Source: an optimization exercise on an open RTL-to-GDS flow (aim: small area, a short achievable clock period and few clock cycles). Production flows keep margins and buffers that such runs may drop.
In this exercise RTL edits were held to simulation tests only and were not proved equivalent to the original.

## flow/design.v (module list and top-level ports; edited modules follow where they fit)
// module ieee754multiplier: 1638 lines
// module fpmul_fa: 4 lines
// module fpmul_ha: 4 lines
module ieee754multiplier (
    input logic clk, rst_n,
    input logic [31:0] a_i,
    input logic [31:0] b_i,
    input logic start_i,
    output logic done_o,
    output logic nan_o,
    output logic inifinit_o,
    output logic overflow_o,
    output logic underflow_o,
    output logic [31:0] product_o
);
  // ...
==> flow/flow/run.sh <==
#!/bin/bash
# The standard layout (the standard.sh: the standard synthesis and the
# ORFS steps to finish), except that the port buffers that global placement
# inserts are buf_2 cells instead of the tool's default pick.
set -euo pipefail
export BUFFER_PORTS_ARGS="-buffer_cell sky130_fd_sc_hd__buf_2"
bash standard.sh > standard.log 2>&1
==> flow/standard.sh <==
#!/bin/bash
# synth_recipe.tcl (not shown) runs the flow's synth.tcl, then flattens the netlist and writes it again
# the make line also repeats each setting of config.mk as NAME=value (left out here)
make -C /OpenROAD-flow-scripts/flow DESIGN_CONFIG=/design/flow/config.mk WORK_HOME=/design/flow/orfs CLKGATE_MAP_FILE= SYNTH_SCRIPT=/design/flow/synth_recipe.tcl "${@:-finish}"
==> flow/config.mk <==
export PLATFORM = sky130hd
export DESIGN_NAME = ieee754multiplier
export DESIGN_NICKNAME = ieee754multiplier
export VERILOG_FILES = /design/flow/design.v
export SDC_FILE = /design/flow/constraint.sdc
export NUM_CORES = 4
export LEC_CHECK = 0
export ABC_AREA = 1
export CAP_MARGIN = 20
export CORE_MARGIN = 2
export CORE_UTILIZATION = 50
export SLEW_MARGIN = 20
export SYNTH_HIERARCHICAL = 1
==> flow/constraint.sdc <==
create_clock -name core_clock -period 9.0 [get_ports {clk}]
set_input_delay 1.8000 -clock core_clock [delete_from_list [all_inputs] [get_ports {clk}]]
set_output_delay 1.8000 -clock core_clock [all_outputs]
set_load 0.01 [all_outputs]
==> impl_metrics.env, run 1 <==
export IMPL_nFillCells=3368
export IMPL_final_seq_area_sq_um=746
export IMPL_outcome="timing/DRC/antenna clean"
export IMPL_use_met3_pct=5.35
export IMPL_wire_per_inst_um=22.1
export IMPL_drtAntennaViolNets=0
export IMPL_tap_cells=448
export IMPL_hold_viol_final=0
export IMPL_syn_area_sq_mm=0.0169
export IMPL_vias=16400
export IMPL_antennaDiodeCount=0
export IMPL_first_global_vias=16400
export IMPL_worstSetupEndpoint="product_o[13]"
export IMPL_ys_flop_type="dfxtp_1"
export IMPL_setup_viol=0
export IMPL_dpl_worst_slack_ps=128
export IMPL_async_reset_ff_share_pct=2.70
export IMPL_synth_seq_area_share_pct=4.40
export IMPL_hold_class="in -> async"
export IMPL_cts_root_buf="clkbuf_16"
export IMPL_synth_nets=2706
export IMPL_cp_common_cell="nand2_1"
export IMPL_layout_common_cells="nand2_1, fa_1, o22ai_1"
export IMPL_grt_overflow=0
Testbench counts, summed over its fixed seeds: cycles 3,208.
==> run 2: changes to the inputs <==
--- a/flow/config.mk
+++ b/flow/config.mk
@@ -9,5 +9,6 @@
 export CAP_MARGIN = 20
 export CORE_MARGIN = 2
 export CORE_UTILIZATION = 50
+export SETUP_SLACK_MARGIN = 1.5
 export SLEW_MARGIN = 20
 export SYNTH_HIERARCHICAL = 1
==> impl_metrics.env, run 2 <==
export IMPL_ys_flop_type="dfxtp_1"
export IMPL_cts_root_buf="clkbuf_16"
export IMPL_cts_sinks=37
export IMPL_layout_commonest_cell="nand2_1"
export IMPL_synth_most_common_cell="nand2_1"
export IMPL_fp_dieArea_sq_mm=0.0354
export IMPL_tightest_slew_ps=639
export IMPL_hold_viol_final=0
export IMPL_dr_pass1_iters=5
export IMPL_slew_limit_headroom_pct=57.3
export IMPL_avgViaCountPerCell=5.97
export IMPL_core_area_sq_mm=0.0334
export IMPL_layout_common_cells="nand2_1, xor2_1, o22ai_1"
export IMPL_drive_above_1_share_pct=22.0
export IMPL_hold_class="in -> async"
export IMPL_outcome="timing/DRC/antenna clean"
export IMPL_cp_start_kind="input pin"
export IMPL_nets=2831
export IMPL_cp_end_kind="flip-flop"
export IMPL_synth_seq_area_share_pct=4.40
export IMPL_cts_max_level=2
export IMPL_dp_cells=2768
export IMPL_portBuffers=103
export IMPL_syn_avg_cell_area_sq_um=7.39
export IMPL_min_period_over_period_pct=82.5
export IMPL_vias=17100
export IMPL_synth_common_cells="nand2_1, fa_1, o22ai_1"
export IMPL_wire_per_inst_um=22.6
export IMPL_grt_max_degree=27
export IMPL_drtAntennaViolNets=0
export IMPL_yosysWarnings=7
export IMPL_netlist_area_leader_share_pct=31.2
export IMPL_clkSlewWorstSetupHoldPaths_ps=50
export IMPL_critPathArrivalTime_ps=7640
export IMPL_min_period_ps=7420
export IMPL_regMostFlops="product_o"
export IMPL_tns_ps=0
export IMPL_setup_viol=0
export IMPL_nFillCells=3107
export IMPL_max_freq_mhz=135
export IMPL_grt_overflow=0
export IMPL_rsz0062_at_grt="false"
export IMPL_largest_reg_flops=32
export IMPL_synth_nets=2706
export IMPL_numCtsBuffers=5
export IMPL_synth_area_leader_cell="fa_1"
export IMPL_drc=0
export IMPL_dpl_worst_slack_ps=128
export IMPL_final_setup_worst_slack_ps=1580
export IMPL_syn_area_sq_mm=0.0169
export IMPL_final_cells=2868
export IMPL_drtIter0Drc=1760
export IMPL_antennaDiodeCount=0
export IMPL_hold_ws_ps=1280
export IMPL_row_count=67
export IMPL_dp_hpwl_um=48000
export IMPL_area_growth_pct=18.9
export IMPL_antenna_found_initial=0
export IMPL_async_reset_ff_share_pct=2.70
export IMPL_cap_violations=0
export IMPL_cts_tree="yes"
export IMPL_die_height_um=188
export IMPL_maxSlewViolCount=0
export IMPL_clk_path_buf_depth=2
export IMPL_io_pins=104
export IMPL_ys_seq_elements=37
export IMPL_first_global_vias=16700
export IMPL_gp_congestion=1.01
export IMPL_drt_wl_total_um=64800
export IMPL_crit_required_ps=9220
export IMPL_synthCells=2294
export IMPL_synth_edf_count=0
export IMPL_synth_cell_types=44
export IMPL_grt_pass1_wl_um=96500
export IMPL_path_class="in -> reg"
export IMPL_cp_max_fo=25
export IMPL_die_w_um=188
export IMPL_initial_core_util_pct=50.7
export IMPL_track_usage_pct=35.6
export IMPL_synthTopCellsByArea="fa_1, xor2_1, nand2_1, o22ai_1, ha_1"
[run 2: area by class of cell]
type	count	area [sq um]	share of cell area [%]
sequential	37	746	3.70
clock inverter	2	37.5	0.186
timing repair buffer	245	1850	9.17
timing repair inverter	2	20.0	0.0993
inverter	282	1140	5.64
tap	448	561	2.78
multi-input combinational	1846	15700	77.7
clock buffer	6	139	0.689
[run 2: metrics by stage]
step                      utilization, %  instance area, sq um
after floorplan                        -                 16900
after global placement              53.5                 17900
after detailed placement            53.5                 17900
after CTS                           56.3                 18800
after global routing                60.3                 20200
final                               60.3                 20200
[run 2: per-module statistics from Yosys (local to each module, per instance)]
| module | copies in the design | cells |
|---|---|---|
| ieee754multiplier | 1 | 2010 |
| fpmul_fa | 263 | 1 |
| fpmul_ha | 21 | 1 |
[run 2: layer usage]
metal,GRT usage [%],wire (um)
met5,0,0
met2,56.5,29100
met1,46.8,25600
met4,17.9,3560
met3,6.27,6600
[run 2: final timing paths]
kind                         start            end  depth (start not counted)
setup / recovery            b_i[1]  product_o[22]                         27
hold / removal               rst_n         done_o                          1
max in group asynchronous    rst_n         done_o                          1
min in group core_clock    start_i         done_o                          1
[run 2: cell families after synthesis]
logic type	after synthesis	synth area share, %
AND/OR/NAND/NOR	865	21.9
buffers and inverters	418	9.77
AO/OA/AOI/OAI	360	12.8
adder cells (fa/ha/maj)	345	37.2
XOR/XNOR	269	14.0
flip-flops	37	4.40
[run 2: timing repair]
action                                  4_1_cts  5_1_grt
cloned                                        6        4
buffers inserted                             33       49
hold buffers                                  0        0
endpoints found under the setup margin       36       34
resized for setup                           110      212
pin swaps                                    10       71
[run 2: worst max-delay path, cell delays in order]
cell,delay [ps]
buf_2,170
buf_4,450
xnor2_1,120
o22ai_1,310
fa_1,520
fa_1,510
fa_1,610
fa_1,460
fa_2,570
ha_4,220
nand2_4,110
inv_1,40
nand2_1,70
nand2_2,70
a21oi_4,160
nor2_1,60
nor2_1,150
nand2_1,120
nand2_2,100
nand2_1,70
nand2_2,100
nand2_4,100
inv_8,80
nand4_1,190
nand2_4,260
clkinv_8,100
nand3_1,80
==> run 3: changes to the inputs <==
--- a/flow/config.mk
+++ b/flow/config.mk
@@ -8,7 +8,7 @@
 export ABC_AREA = 1
 export CAP_MARGIN = 20
 export CORE_MARGIN = 2
-export CORE_UTILIZATION = 50
-export SETUP_SLACK_MARGIN = 1.5
+export CORE_UTILIZATION = 70
+export SETUP_SLACK_MARGIN = 1
 export SLEW_MARGIN = 20
 export SYNTH_HIERARCHICAL = 1
==> impl_metrics.env, run 3 <==
export IMPL_outcome="timing/DRC/antenna clean"
export IMPL_cts_root_buf="clkbuf_16"
export IMPL_synth_cell_types=44
export IMPL_drtAntennaViolNets=0
export IMPL_synth_common_cells="nand2_1, fa_1, o22ai_1"
export IMPL_grt_overflow=0
export IMPL_hold_class="in -> async"
export IMPL_drc=0
export IMPL_cp_max_fo=13
export IMPL_tns_ps=0
export IMPL_synth_seq_area_share_pct=4.40
export IMPL_ys_seq_elements=37
export IMPL_nets=2757
export IMPL_rsz0062_at_grt="false"
export IMPL_grt_pass1_wl_um=92800
export IMPL_dpl_worst_slack_ps=378
export IMPL_holdBufCountCts=0
export IMPL_drtIter0Drc=2521
export IMPL_tightest_slew_ps=702
export IMPL_nFillCells=1833
export IMPL_synth_area_leader_cell="fa_1"
export IMPL_ys_flop_type="dfxtp_1"
export IMPL_syn_avg_cell_area_sq_um=7.39
export IMPL_cts_max_level=2
export IMPL_initial_core_util_pct=71.8
export IMPL_max_freq_mhz=127
export IMPL_async_reset_ff_share_pct=2.70
export IMPL_cp_end_kind="flip-flop"
export IMPL_dp_hpwl_um=46200
export IMPL_layout_commonest_cell="nand2_1"
export IMPL_cp_slowest_cell="fa_1"
export IMPL_clk_path_buf_depth=2
export IMPL_synth_most_common_cell="nand2_1"
export IMPL_portBuffers=103
export IMPL_slowest_delay_ps=540
export IMPL_min_period_ps=7860
export IMPL_layout_common_cells="nand2_1, fa_1, o22ai_1"
export IMPL_crit_required_ps=9160
export IMPL_gp_congestion=1.06
export IMPL_largest_reg_flops=32
export IMPL_die_height_um=160
export IMPL_cp_depth=28
export IMPL_path_class="in -> reg"
export IMPL_row_count=56
export IMPL_antenna_found_initial=1
export IMPL_critPathArrivalTime_ps=8010
export IMPL_core_area_sq_mm=0.0236
export IMPL_drive_above_1_share_pct=13.2
export IMPL_vias=17600
export IMPL_yosysWarnings=7
export IMPL_crit_buf_inv=5
export IMPL_first_global_vias=17100
export IMPL_io_pins=104
export IMPL_track_usage_pct=46.7
export IMPL_worstSetupEndpoint="nan_o"
export IMPL_cp_start_kind="input pin"
export IMPL_cap_violations=0
export IMPL_final_setup_worst_slack_ps=1140
export IMPL_drt_wl_total_um=61400
export IMPL_synth_nets=2706
export IMPL_startpoint="b_i[21]"
export IMPL_wire_per_inst_um=23.0
export IMPL_setup_viol=0
export IMPL_netlist_area_leader_share_pct=31.2
export IMPL_avgViaCountPerCell=6.61
export IMPL_area_growth_pct=8.03
export IMPL_clkSlewWorstSetupHoldPaths_ps=50
export IMPL_cts_sinks=37
export IMPL_grt_max_degree=26
export IMPL_cts_tree="yes"
export IMPL_min_period_over_period_pct=87.3
export IMPL_cp_common_cell="nand2_1"
export IMPL_hold_viol_final=0
export IMPL_synth_edf_count=0
export IMPL_synthTopCellsByArea="fa_1, xor2_1, nand2_1, o22ai_1, ha_1"
export IMPL_synthCells=2294
export IMPL_die_w_um=160
export IMPL_maxSlewViolCount=0
export IMPL_numCtsBuffers=5
export IMPL_regMostFlops="product_o"
export IMPL_fp_dieArea_sq_mm=0.0255
export IMPL_crit_family="adder cells"
export IMPL_dr_pass1_iters=10
export IMPL_syn_area_sq_mm=0.0169
export IMPL_fin_util_pct=77.5
export IMPL_slew_limit_headroom_pct=53.2
## run 3: cell counts after synthesis
No cell type changed its count.
## run 3: how the worst min path moves through the flow
stage	slack, ps	end	from
6_report	1280	done_o	rst_n
5_1_grt	1280	done_o	rst_n
4_1_cts	1280	done_o	rst_n
3_5_place_dp	1580	done_o	rst_n
3_3_place_gp	1570	done_o	rst_n
2_1_floorplan	1500	done_o	rst_n
## run 3: cell type report
class | instances | area [sq um] | area share, %
Inverter | 282 | 1100 | 6.02
Antenna cell | 1 | 2.50 | 0.0137
Clock inverter | 3 | 17.5 | 0.0957
Multi-Input combinational cell | 1841 | 14800 | 80.7
Tap cell | 319 | 399 | 2.18
Clock buffer | 5 | 125 | 0.683
Sequential cell | 37 | 746 | 4.07
Timing Repair Buffer | 177 | 1130 | 6.17
Timing Repair inverter | 1 | 5.00 | 0.0273
## run 3: per-module statistics from Yosys (local to each module, per instance)
module	cells	flip-flops and latches	copies in the design
fpmul_fa	1	0	263
fpmul_ha	1	0	21
ieee754multiplier	2010	37	1
## run 3: what timing repair did
action | 4_1_cts | 5_1_grt
pin swaps | 1 | 8
endpoints found under the hold margin | 0 | 0
resized for setup | 11 | 69
cloned | 1 | 2
endpoints found under the setup margin | 34 | 34
setup buffers | 0 | 22
## run 3: cells by family (layout without fill, tap and decap cells)
logic type | count (synthesis) | in the layout | synth area share [%]
AOI/OAI and AO/OA | 360 | 360 | 12.8
xor gates and xnor gates | 269 | 269 | 14.0
adders and majority gates | 345 | 345 | 37.2
buffers and inverters | 418 | 468 | 9.77
DFF | 37 | 37 | 4.40
other | 0 | 1 | 0
and+or+nand+nor | 865 | 867 | 21.9
## run 3: per-stage QoR
stage	instances	cell area, sq um	hold WS (ps)
after CTS	2641	17800	1280
after global routing	2666	18300	1280
after detailed placement	2632	17700	1580
final	2666	18300	1280
after global placement	2632	17700	1570
after floorplan	2294	16900	1500
## run 3: layer usage
layer  share of wire (%)  global-route usage (%)
met5                   0                       0
met4                 7.6                    25.8
met3                  15                    14.7
met2                  43                    72.7
met1                  35                    58.0
==> run 4: changes to the inputs <==
--- a/flow/config.mk
+++ b/flow/config.mk
@@ -8,7 +8,7 @@
 export ABC_AREA = 1
 export CAP_MARGIN = 20
 export CORE_MARGIN = 2
-export CORE_UTILIZATION = 70
+export CORE_UTILIZATION = 50
 export SETUP_SLACK_MARGIN = 1
 export SLEW_MARGIN = 20
 export SYNTH_HIERARCHICAL = 1
==> impl_metrics.env, run 4 <==
export IMPL_wl_met2_um=28100
export IMPL_synth_seq_area_share_pct=4.40
export IMPL_crit_required_ps=9170
export IMPL_synth_nets=2706
export IMPL_drtAntennaViolNets=0
export IMPL_final_setup_worst_slack_ps=1320
export IMPL_core_area_sq_mm=0.0334
export IMPL_fp_dieArea_sq_mm=0.0354
export IMPL_wl_met3_um=6720
export IMPL_synth_common_cells="nand2_1, fa_1, o22ai_1"
export IMPL_clk_path_buf_depth=2
export IMPL_cp_max_fo=15
export IMPL_drtIter0Drc=1487
export IMPL_vias=16700
export IMPL_tightest_slew_ps=704
export IMPL_ys_seq_elements=37
export IMPL_cts_tree="yes"
export IMPL_first_global_vias=16500
export IMPL_synth_most_common_cell="nand2_1"
export IMPL_track_usage_pct=34.6
export IMPL_wire_per_inst_um=22.4
export IMPL_critPathArrivalTime_ps=7860
export IMPL_largest_reg_flops=32
export IMPL_maxSlewViolCount=0
export IMPL_path_class="in -> reg"
export IMPL_cts_max_level=2
export IMPL_met1_length_um=25100
export IMPL_grt_max_degree=27
export IMPL_dp_hpwl_um=48000
export IMPL_die_w_um=188
export IMPL_cp_slowest_cell="fa_1"
export IMPL_synth_area_leader_cell="fa_1"
export IMPL_cp_start_kind="input pin"
export IMPL_top_layer="met4"
export IMPL_layout_common_cells="nand2_1, fa_1, o22ai_1, xor2_1, inv_1"
export IMPL_min_period_over_period_pct=85.4
export IMPL_rsz0062_at_grt="false"
export IMPL_initial_core_util_pct=50.7
export IMPL_layout_commonest_cell="nand2_1"
export IMPL_cts_root_buf="clkbuf_16"
export IMPL_max_freq_mhz=130
export IMPL_syn_area_sq_mm=0.0169
export IMPL_avgViaCountPerCell=5.97
export IMPL_regMostFlops="product_o"
export IMPL_syn_avg_cell_area_sq_um=7.39
export IMPL_grt_overflow=0
export IMPL_placed_cell_area_sq_mm=0.0179
export IMPL_antennaDiodeCount=0
export IMPL_slowest_delay_ps=540
export IMPL_hold_ws_ps=1280
export IMPL_portBuffers=103
export IMPL_clkSlewWorstSetupHoldPaths_ps=50
export IMPL_tns_ps=0
export IMPL_synth_edf_count=0
export IMPL_ys_flop_type="dfxtp_1"
export IMPL_die_height_um=188
export IMPL_synth_cell_types=44
export IMPL_antenna_found_initial=0
export IMPL_io_pins=104
export IMPL_hold_class="in -> async"
export IMPL_area_growth_pct=10.4
export IMPL_outcome="timing/DRC/antenna clean"
export IMPL_async_reset_ff_share_pct=2.70
export IMPL_nets=2764
export IMPL_synthCells=2294
export IMPL_row_count=67
export IMPL_gp_congestion=1.01
export IMPL_drt_wl_total_um=62900
export IMPL_drc=0
export IMPL_min_period_ps=7680
export IMPL_netlist_area_leader_share_pct=31.2
export IMPL_synthTopCellsByArea="fa_1, xor2_1, nand2_1, o22ai_1, ha_1"
export IMPL_dr_pass1_iters=6
export IMPL_yosysWarnings=7
export IMPL_design_area_sq_mm=0.0187
export IMPL_drive_above_1_share_pct=14.3
export IMPL_slew_limit_headroom_pct=53.0
export IMPL_cts_sinks=37
export IMPL_cp_end_kind="flip-flop"
export IMPL_dpl_worst_slack_ps=128
export IMPL_hold_viol_final=0
export IMPL_grt_pass1_wl_um=94100
export IMPL_setup_viol=0
export IMPL_numCtsBuffers=5
export IMPL_nFillCells=3305
export IMPL_cap_violations=0
-- run 4: cell families after synthesis --
group           count (synthesis)  share of synthesized area (%)
flops                          37                           4.40
simple gates                  865                           21.9
buf+inv                       418                           9.77
xor+xnor                      269                           14.0
compound gates                360                           12.8
fa+ha+maj                     345                           37.2
-- run 4: Yosys stat by module (local to each module, per instance) --
module | area (sq um) | cells inside | flip-flops and latches | times used
fpmul_fa | 20.0 | 1 | 0 | 263
fpmul_ha | 12.5 | 1 | 0 | 21
ieee754multiplier | 11400 | 2010 | 37 | 1
-- run 4: stage by stage --
stage          utilization (%)  cells
2_1_floorplan                -   2294
3_3_place_gp              53.5   2768
3_5_place_dp              53.5   2768
4_1_cts                   54.2   2777
5_1_grt                   55.9   2801
6_report                  55.9   2801
-- run 4: area by class of cell --
type                       count  area (sq um)  share of cell area (%)
multi-input combinational   1843         14900                    79.8
timing repair buffer         183          1200                    6.43
inverter                     282          1100                    5.89
sequential                    37           746                    3.99
tap                          448           561                    3.00
clock buffer                   6           139                   0.742
clock inverter                 2          37.5                   0.201
-- run 4: final timing paths --
kind                          from       endpoint  slack, ps  cells after the start
min in group core_clock    start_i         done_o       1620                      1
min                          rst_n         done_o       1280                      1
max in group asynchronous    rst_n         done_o       7640                      1
max                         b_i[9]  product_o[27]       1320                     31
-- run 4: layer usage --
layer	track usage [%]	vias to the layer above
met3	5.61	177
met1	46.4	8012
met5	0	-
li1	-	7524
met4	15.4	0
met2	55.2	1006
-- run 4: critical path: cells and delay by family --
kind                       cells  cell delay (ps)
AOI/OAI and AO/OA              3              420
xor gates and xnor gates       1              200
adders and majority gates      7             2980
buffers and inverters          6              930
and+or+nand+nor               14             1510
-- run 4: repair_timing --
| item | 4_1_cts | 5_1_grt |
|---|---|---|
| hold buffers | 0 | 0 |
| gates resized for setup | 16 | 95 |
| gates cloned | 1 | 3 |
| pin swaps | 1 | 8 |
| hold endpoints to repair | 0 | 0 |
| endpoints found under the setup margin | 35 | 34 |
| buffers inserted | 0 | 21 |

[port drivers added, routing unchanged]
Ports are ideal in the flow. The routed layouts listed here were re-timed in OpenROAD. Step 1, drivers: a clkbuf_16 drives clk and a buf_2 each remaining input, both assumed. Step 2 times the ports against the registers' clock, not the clock port: input delays grow and output delays shrink by t, the midpoint of the rising clock arrivals with the driver on. a / b / c = ideal / step 1 / step 2; a / b = the first two.
run	shift t [ns]	setup slack, ns	worst hold slack (ns)	latest minus earliest clock arrival (ns)	pins driven straight from the clock port
run 1	0.316	0.316 / 0.266 / -0.050	1.282 / 1.269 / 1.585	0.004 / 0.004	1
run 2	0.319	1.576 / 1.505 / 1.186	1.282 / 1.266 / 1.585	0.004 / 0.004	1
run 3	0.315	1.142 / 1.089 / 0.774	1.283 / 1.273 / 1.588	0.002 / 0.003	1
run 4	0.317	1.316 / 1.253 / 0.936	1.281 / 1.268 / 1.585	0.003 / 0.003	1
With both steps, setup timing fails in run 1, where it was met with ideal ports. For run 2, which loses most, drivers alone change the setup slack by -0.071 ns; drivers and shift together by -0.390 ns.
